What follows belongs to an exercise in optimizing a design on an open flow for small area; a production flow would make more cautious choices.
Function was checked by simulation only, so behaviour that the tests miss may differ from the original.
Power figures rest on the tool's default switching activity, not on a simulated workload.

$ cat design/flow/config.mk
export PLATFORM = sky130hd
export DESIGN_NAME = niosv_reset_looper
export DESIGN_NICKNAME = niosv_reset_looper
export VERILOG_FILES = /design/flow/design.v
export SDC_FILE = /design/flow/constraint.sdc
export NUM_CORES = 4
export LEC_CHECK = 0
export CAP_MARGIN = 20
export CORE_MARGIN = 2
export CORE_UTILIZATION = 35
export SLEW_MARGIN = 20
$ cat design/flow/constraint.sdc
create_clock -name core_clock -period 5.0 [get_ports {clk}]
set_input_delay 1.0000 -clock core_clock [delete_from_list [all_inputs] [get_ports {clk}]]
set_output_delay 1.0000 -clock core_clock [all_outputs]
set_load 0.01 [all_outputs]
$ cat design/flow/design.v
`timescale 1 ps / 1 ps
module niosv_reset_looper (
	input  wire        clk,
	input  wire        reset,
	input  wire [11:0] csr_sub_araddr,
	input  wire [2:0]  csr_sub_arprot,
	output wire        csr_sub_arready,
	input  wire        csr_sub_arvalid,
	input  wire [11:0] csr_sub_awaddr,
	input  wire [2:0]  csr_sub_awprot,
	output wire        csr_sub_awready,
	input  wire        csr_sub_awvalid,
	input  wire        csr_sub_bready,
	output wire [1:0]  csr_sub_bresp,
	output wire        csr_sub_bvalid,
	output wire [31:0] csr_sub_rdata,
	input  wire        csr_sub_rready,
	output wire [1:0]  csr_sub_rresp,
	output wire        csr_sub_rvalid,
	input  wire [31:0] csr_sub_wdata,
	output wire        csr_sub_wready,
	input  wire [3:0]  csr_sub_wstrb,
	input  wire        csr_sub_wvalid,
	input  wire [11:0] looper_sub_araddr,
	input  wire [2:0]  looper_sub_arprot,
	output wire        looper_sub_arready,
	input  wire        looper_sub_arvalid,
	input  wire [11:0] looper_sub_awaddr,
	input  wire [2:0]  looper_sub_awprot,
	output wire        looper_sub_awready,
	input  wire        looper_sub_awvalid,
	input  wire        looper_sub_bready,
	output wire [1:0]  looper_sub_bresp,
	output wire        looper_sub_bvalid,
	output wire [31:0] looper_sub_rdata,
	input  wire        looper_sub_rready,
	output wire [1:0]  looper_sub_rresp,
	output wire        looper_sub_rvalid,
	input  wire [31:0] looper_sub_wdata,
	output wire        looper_sub_wready,
	input  wire [3:0]  looper_sub_wstrb,
	input  wire        looper_sub_wvalid
);
reg         looper_awvalid_reg;
reg         looper_wvalid_reg;
reg  [31:0] csr_wdata_reg;
reg  [ 3:0] csr_wstrb_reg;
reg         looper_bvalid_reg;
reg  [11:0] looper_araddr_reg;
reg         looper_arvalid_reg;
reg         looper_rvalid_reg;
reg  [31:0] looper_rdata_reg;
reg         csr_awvalid_reg;
reg  [11:0] csr_awaddr_reg;
reg         csr_wvalid_reg;
reg         csr_bvalid_reg;
reg  [11:0] csr_araddr_reg;
reg         csr_arvalid_reg;
reg         csr_rvalid_reg;
reg  [31:0] csr_rdata_reg;
reg         jump_enable;
reg         jump_abort;
reg         lui_exec;
reg         jalr_exec;
reg         addr_field_valid;
reg  [11:0] last_addr_field;
reg  [31:0] jump_addr_reg;
wire [31:0] status_rd;
wire [31:0] control_rd;
wire [31:0] read_regs;
wire [31:0] instruction_word;
wire [ 6:0] opcode_lui;
wire [ 6:0] opcode_jal;
wire [ 6:0] opcode_jalr;
wire [ 4:0] opcode_rd_x0;
wire [ 4:0] opcode_rd_x1;
wire [ 4:0] opcode_rs1_x1;
wire [20:0] opcode_imm21;
wire [19:0] opcode_jal_imm20;
wire [31:0] inst_jal;
wire [31:0] inst_jalr;
wire [31:0] inst_lui;
assign opcode_lui    = 7'b0110111;
assign opcode_jal    = 7'b1101111;
assign opcode_jalr   = 7'b1100111;
assign opcode_rd_x0  = 5'b00000;
assign opcode_rd_x1  = 5'b00001;
assign opcode_rs1_x1 = 5'b00001;
assign opcode_imm21  = -{{9{1'b0}},looper_araddr_reg};
assign opcode_jal_imm20 = {opcode_imm21[20],opcode_imm21[10:1],opcode_imm21[11],opcode_imm21[19:12]};
assign inst_jal = {opcode_jal_imm20,opcode_rd_x0,opcode_jal};
assign inst_jalr = {jump_addr_reg[11:0],opcode_rs1_x1,3'b000,opcode_rd_x0,opcode_jalr};
assign inst_lui =
		(jump_addr_reg[11] == 1'b1) ?
		{jump_addr_reg[31:12] + 1,opcode_rd_x1,opcode_lui} :
		{jump_addr_reg[31:12],opcode_rd_x1,opcode_lui};
assign instruction_word =
		((looper_araddr_reg == 12'h000) & jump_enable & ~lui_exec & ~jalr_exec) ?
		inst_lui :
		((looper_araddr_reg == 12'h004) & jump_enable & lui_exec & ~jalr_exec) ?
		inst_jalr :
		inst_jal;
assign status_rd = {{15{1'b0}},addr_field_valid,jalr_exec,lui_exec,jump_abort,jump_enable,last_addr_field};
assign control_rd = {{19{1'b0}},jump_enable,{12{1'b0}}};
assign read_regs =
		(csr_araddr_reg == 12'h000) ?
		status_rd :
		(csr_araddr_reg == 12'h004) ?
		control_rd :
		jump_addr_reg;
always @ (posedge clk or posedge reset) begin
if(reset) begin
	jump_enable <= 1'b0;
	jump_abort <= 1'b0;
	lui_exec <= 1'b0;
	jalr_exec <= 1'b0;
	addr_field_valid <= 1'b0;
	last_addr_field <= 12'h000;
	jump_addr_reg <= 32'h00000000;
end else begin
	if(csr_awvalid_reg & csr_wvalid_reg & ~csr_bvalid_reg) begin
		if(csr_awaddr_reg == 12'h004) begin
			if(csr_wstrb_reg[1]) begin
				jump_enable <= csr_wdata_reg[12];
			end
			jump_abort <= 1'b0;
			lui_exec <= 1'b0;
			jalr_exec <= 1'b0;
			addr_field_valid <= 1'b0;
		end
		if(csr_awaddr_reg == 12'h008) begin
			if(csr_wstrb_reg[0]) begin
				jump_addr_reg[ 7: 0] <= csr_wdata_reg[ 7: 0];
			end
			if(csr_wstrb_reg[1]) begin
				jump_addr_reg[15: 8] <= csr_wdata_reg[15: 8];
			end
			if(csr_wstrb_reg[2]) begin
				jump_addr_reg[23:16] <= csr_wdata_reg[23:16];
			end
			if(csr_wstrb_reg[3]) begin
				jump_addr_reg[31:24] <= csr_wdata_reg[31:24];
			end
		end
	end
	if(looper_arvalid_reg & ~looper_rvalid_reg) begin
		if(jump_enable & ~lui_exec) begin
			if(looper_araddr_reg == 12'h000) begin
				lui_exec <= 1'b1;
			end else if(looper_araddr_reg == 12'h004) begin
			end else begin
				jump_enable <= 1'b0;
				jump_abort <= 1'b1;
			end
		end
		if(jump_enable & lui_exec) begin
			jump_enable <= 1'b0;
			if(looper_araddr_reg == 12'h004) begin
				jalr_exec <= 1'b1;
			end else begin
				jump_abort <= 1'b1;
			end
		end
		addr_field_valid <= 1'b1;
		last_addr_field <= looper_araddr_reg;
	end
end
end
assign looper_sub_bresp = 2'b00;
assign looper_sub_wready = ~looper_wvalid_reg;
assign looper_sub_awready = ~looper_awvalid_reg;
assign looper_sub_bvalid = looper_bvalid_reg;
always @ (posedge clk or posedge reset) begin
if(reset) begin
	looper_awvalid_reg <= 1'b0;
	looper_wvalid_reg <= 1'b0;
	looper_bvalid_reg <= 1'b0;
end else begin
	if(looper_sub_awready & looper_sub_awvalid) begin
		looper_awvalid_reg <= 1'b1;
	end
	if(looper_sub_wready & looper_sub_wvalid) begin
		looper_wvalid_reg <= 1'b1;
	end
	if(looper_awvalid_reg & looper_wvalid_reg & ~looper_bvalid_reg) begin
		looper_bvalid_reg <= 1'b1;
	end
	if(looper_sub_bready & looper_sub_bvalid) begin
		looper_awvalid_reg <= 1'b0;
		looper_wvalid_reg <= 1'b0;
		looper_bvalid_reg <= 1'b0;
	end
end
end
assign looper_sub_rresp = 2'b00;
assign looper_sub_arready = ~looper_arvalid_reg;
assign looper_sub_rvalid = looper_rvalid_reg;
assign looper_sub_rdata = looper_rdata_reg;
always @ (posedge clk or posedge reset) begin
if(reset) begin
	looper_araddr_reg <= 12'h000;
	looper_arvalid_reg <= 1'b0;
	looper_rvalid_reg <= 1'b0;
	looper_rdata_reg <= 32'h00000000;
end else begin
	if(looper_sub_arready & looper_sub_arvalid) begin
		looper_arvalid_reg <= 1'b1;
		looper_araddr_reg <= looper_sub_araddr;
	end
	if(looper_arvalid_reg & ~looper_rvalid_reg) begin
		looper_rvalid_reg <= 1'b1;
		looper_rdata_reg <= instruction_word;
	end
	if(looper_sub_rready & looper_sub_rvalid) begin
		looper_arvalid_reg <= 1'b0;
		looper_rvalid_reg <= 1'b0;
	end
end
end
assign csr_sub_bresp = 2'b00;
assign csr_sub_wready = ~csr_wvalid_reg;
assign csr_sub_awready = ~csr_awvalid_reg;
assign csr_sub_bvalid = csr_bvalid_reg;
always @ (posedge clk or posedge reset) begin
if(reset) begin
	csr_awaddr_reg <= 12'h000;
	csr_awvalid_reg <= 1'b0;
	csr_wvalid_reg <= 1'b0;
	csr_bvalid_reg <= 1'b0;
end else begin
	if(csr_sub_awready & csr_sub_awvalid) begin
		csr_awvalid_reg <= 1'b1;
		csr_awaddr_reg <= csr_sub_awaddr;
	end
	if(csr_sub_wready & csr_sub_wvalid) begin
		csr_wvalid_reg <= 1'b1;
		csr_wdata_reg <= csr_sub_wdata;
		csr_wstrb_reg <= csr_sub_wstrb;
	end
	if(csr_awvalid_reg & csr_wvalid_reg & ~csr_bvalid_reg) begin
		csr_bvalid_reg <= 1'b1;
	end
	if(csr_sub_bready & csr_sub_bvalid) begin
		csr_awvalid_reg <= 1'b0;
		csr_wvalid_reg <= 1'b0;
		csr_bvalid_reg <= 1'b0;
	end
end
end
assign csr_sub_rresp = 2'b00;
assign csr_sub_arready = ~csr_arvalid_reg;
assign csr_sub_rvalid = csr_rvalid_reg;
assign csr_sub_rdata = csr_rdata_reg;
always @ (posedge clk or posedge reset) begin
if(reset) begin
	csr_araddr_reg <= 12'h000;
	csr_arvalid_reg <= 1'b0;
	csr_rvalid_reg <= 1'b0;
	csr_rdata_reg <= 32'h00000000;
end else begin
	if(csr_sub_arready & csr_sub_arvalid) begin
		csr_arvalid_reg <= 1'b1;
		csr_araddr_reg <= csr_sub_araddr;
	end
	if(csr_arvalid_reg & ~csr_rvalid_reg) begin
		csr_rvalid_reg <= 1'b1;
		csr_rdata_reg <= read_regs;
	end
	if(csr_sub_rready & csr_sub_rvalid) begin
		csr_arvalid_reg <= 1'b0;
		csr_rvalid_reg <= 1'b0;
	end
end
end
endmodule
$ cat design/flow/run.sh
#!/bin/bash
# synth_recipe.tcl (not shown) runs the flow's synth.tcl, then flattens the netlist and writes it again
# the make line also repeats each setting of config.mk as NAME=value (left out here)
make -C /OpenROAD-flow-scripts/flow DESIGN_CONFIG=/design/flow/config.mk WORK_HOME=/design/flow/orfs CLKGATE_MAP_FILE= SYNTH_SCRIPT=/design/flow/synth_recipe.tcl finish
==> results.cfg <==
[outcome]
run_status = finished clean

[power]
power_density_nw_per_um2 = 436.0
ir_drop_v = 0.0002240
power_uw = 4559
p_leak_uw = 0.004228
switching_share_pct = 29.44
intPower_uw = 3217
clockPowerShare_pct = 31.5
power.switching_uw = 1342
power_frac_seq_pct = 46.1
power_frac_comb_pct = 22.3

[floorplan]
start_util_pct = 35.61
fp-row-count = 55
io_pins = 226
die-area_sq_um = 24260
coreArea_sq_um = 22640
dieWidth_microns = 155.8
die_h_microns = 155.8

[routing]
wl_mm = 19.76
dr_total_vias = 5666
first_pass_iters = 5
wire_per_inst_microns = 17.22
drc_errors = 0
drtIter0Drc = 330
viasPerCell = 4.940
final_antenna_net_count = 0

[synth]
synth_top_family_by_area = simple AND/OR/NAND/NOR gates
yosys.cell_types.count = 59
synth_area_leaders = dfrtp_1 47%, edfxtp_1 13%, mux2_2 9.1%
synth_edf_count = 36
synth_warnings = 1
yosysTopAreaCell = dfrtp_1
synth_top_area_share_pct = 46.87
synth_compound_area_share_pct = 9.235
yosys.area_share.adder_pct = 0.3104
syn_area_per_cell_sq_um = 11.37
ys_ff_latch = 187
syn_area_sq_um = 8061
synthArstFlopShare_pct = 80.75
synthMuxAreaShare_pct = 9.452
ys.flop_type = dfrtp_1
post_synth_xor_area_fraction_pct = 2.282
yosysSeqAreaShare_pct = 60.28
synthSimpleGateAreaFrac_pct = 14.37
syn_inst = 709

[flow_run]
maxCapViolations = 0

[final_layout]
area_growth_syn_to_layout_pct = 29.72
drive_gt1_share_pct = 13.59
final_area_sq_um = 10460
utilization_pct = 46.19
nets = 994

[clocking]
post_cts_buffers = 0
clk_latency_ns = 0.43
cts_sinks = 187
cts_htree_levels = 4
cts.repair.resized = 0
cts_tree = done
clkTransAtPathRegs_ns = 0.07
root_buffer = clkbuf_16
cts_buffer_depth = 2
cts_hold_buffers = 0
cts_made_buffers = 17

[sta]
slew_violations = 0
finalCritPeriodShare_pct = 52.79
tns_ns = 0
relSlewSlack_pct = 35.42
finalSetupViolCount = 0
rsz0062_at_grt = no
fmax_ghz = 0.3788
min_period_ns = 2.640
worstMarginPinSlew_ns = 0.9667
finalHoldViolations = 0
skew_ns = 0.007396
setup_slack_ns = 2.360

[setup_path]
slowest_stage = nor4_2
crit_required_ns = 5.37
worstPathArrival_ns = 3.00
critPathLaunchType = flip-flop
slowest_delay_ns = 0.69
cp-end-kind = flip-flop
crit_type = reg -> reg
cp_max_fo = 8
cp_cell_sequence = or3_4 -> nor4_2 -> nand2_1 -> o21ai_0 -> o22a_1

[placement]
routabilityCongestion = 0.8121
dp_hpwl_mm = 13.73
port_buffers = 153
dp_slack_ns = 2.127
placed_area_sq_um = 9807

[global_routing]
grt_pass1_vias = 5571
grt_pass1_wl_mm = 31.40
grt_overflow = 0
antenna_found_initial = 0
grtUsageTotal_pct = 16.84
grt_max_degree = 114

[worst_hold_path]
hold_class = reg -> reg
==> final cells by class <==
| cell class | count | area, sq um |
|---|---|---|
| flip-flops and latches | 187 | 4860 |
| multi-input cells | 465 | 2943 |
| clock inverters | 11 | 157.7 |
| fillers | 2122 | 12180 |
| well taps | 285 | 356.6 |
| clock buffers | 21 | 470.5 |
| inverters | 16 | 63.81 |
| repair buffers | 161 | 1604 |
| diodes | 1 | 2.502 |
==> cells by family after synthesis <==
kind of cell,after synthesis
DFF,187
muxes,68
buffers and inverters,68
adders and majority gates,2
xor gates and xnor gates,21
AOI/OAI and AO/OA,126
other,1
and+or+nand+nor,236
==> per-layer routing <==
layer / vias up / wire length (microns) / global-route usage [%]
met5: - / 0 / 0
met1: 2766 / 9380 / 23.78
met4: 0 / 146 / 3.670
met3: 8 / 868 / 4.083
li1: 2747 / - / -
met2: 145 / 9360 / 26.44
==> metrics by stage <==
| stage | cells | hold slack (ns) |
|---|---|---|
| after floorplan | 720 | 0.4378 |
| after global placement | 1113 | 0.4529 |
| after detailed placement | 1113 | 0.4575 |
| after CTS | 1145 | 0.4744 |
| after global routing | 1146 | 0.4896 |
| final | 1147 | 0.4708 |
==> placed cells by master (no fill, tap or decap), types with 14 or more instances in the layout <==
| cell | synthesis | layout |
|---|---|---|
| clkbuf_16 | 0 | 17 |
| clkdlybuf4s50_1 | 0 | 153 |
| nor3b_1 | 19 | 19 |
| nor2_1 | 32 | 31 |
| inv_1 | 16 | 15 |
| nor3_1 | 14 | 14 |
| a21oi_1 | 33 | 33 |
| o21ai_0 | 56 | 56 |
| mux2_2 | 65 | 65 |
| nand2_1 | 114 | 114 |
| dfrtp_1 | 151 | 151 |
| edfxtp_1 | 36 | 36 |
==> power groups by stage <==
stage	clock network (uW)	logic, uW	registers [uW]
after CTS	1480	1030	2100
after global placement	0	1020	2120
after floorplan	0	606	2080
after global routing	1540	1130	2150
final	1440	1020	2100
after detailed placement	0	1030	2130
==> synth_stat cells, drive strengths merged, types with 6 or more instances <==
master  number
a21oi       33
buf         18
clkbuf      34
dfrtp      151
edfxtp      36
inv         16
mux2        65
nand2      114
nand3       12
nand4        6
nor2        33
nor3        14
nor3b       20
nor4         9
o21ai       56
or4          6
xnor2       10
xor2        11
==> final timing paths <==
kind / start / end / slack [ns] / cells past startpoint
worst min register to register: looper_rdata_reg[3]$_DFFE_PP0P_ / looper_rdata_reg[3]$_DFFE_PP0P_ / 0.47 / 2
worst min-delay path: looper_rdata_reg[3]$_DFFE_PP0P_ / looper_rdata_reg[3]$_DFFE_PP0P_ / 0.47 / 2
worst max-delay path: looper_araddr_reg[7]$_DFFE_PP0P_ / looper_rdata_reg[20]$_DFFE_PP0P_ / 2.36 / 5
worst max register to register: looper_araddr_reg[7]$_DFFE_PP0P_ / looper_rdata_reg[20]$_DFFE_PP0P_ / 2.36 / 5
min in group asynchronous: reset / csr_rdata_reg[0]$_DFFE_PP0P_ / 1.15 / 3
max in group asynchronous: reset / looper_rdata_reg[18]$_DFFE_PP0P_ / 2.87 / 4
==> critical path: cells and delay by family (launching register included) <==
kind | cells | cell delay [ns]
AND/OR/NAND/NOR | 3 | 1.52
AO/OA/AOI/OAI | 2 | 0.57
flip-flops | 1 | 0.48

re-timing with driven ports:
The results above use ideal ports. As a check the final layout listed here was re-extracted and re-timed, cells and wires unchanged.
Step 1 sets driving cells, clkbuf_16 on the clock port and buf_2 on the other inputs (assumed; they add their load-dependent delay and slew).
Step 2 times the ports against the registers' clock, not the clock port: input delays grow and output delays shrink by t, the midpoint of the rising clock arrivals with the driver on.
a / b / c = ideal / step 1 / step 2; a / b = the first two.
t (ns): 0.468
setup WS [ns]: 2.360 / 2.360 / 2.191
hold WS [ns]: 0.471 / 0.471 / 0.471
slew at the worst register clock pin (ns): 0.07 / 0.07
worst data-port slew with drivers (ns): 0.06
After both steps this run still meets setup and hold. The setup slack of this run moves by 0.000 ns with the drivers and by -0.169 ns with both steps.
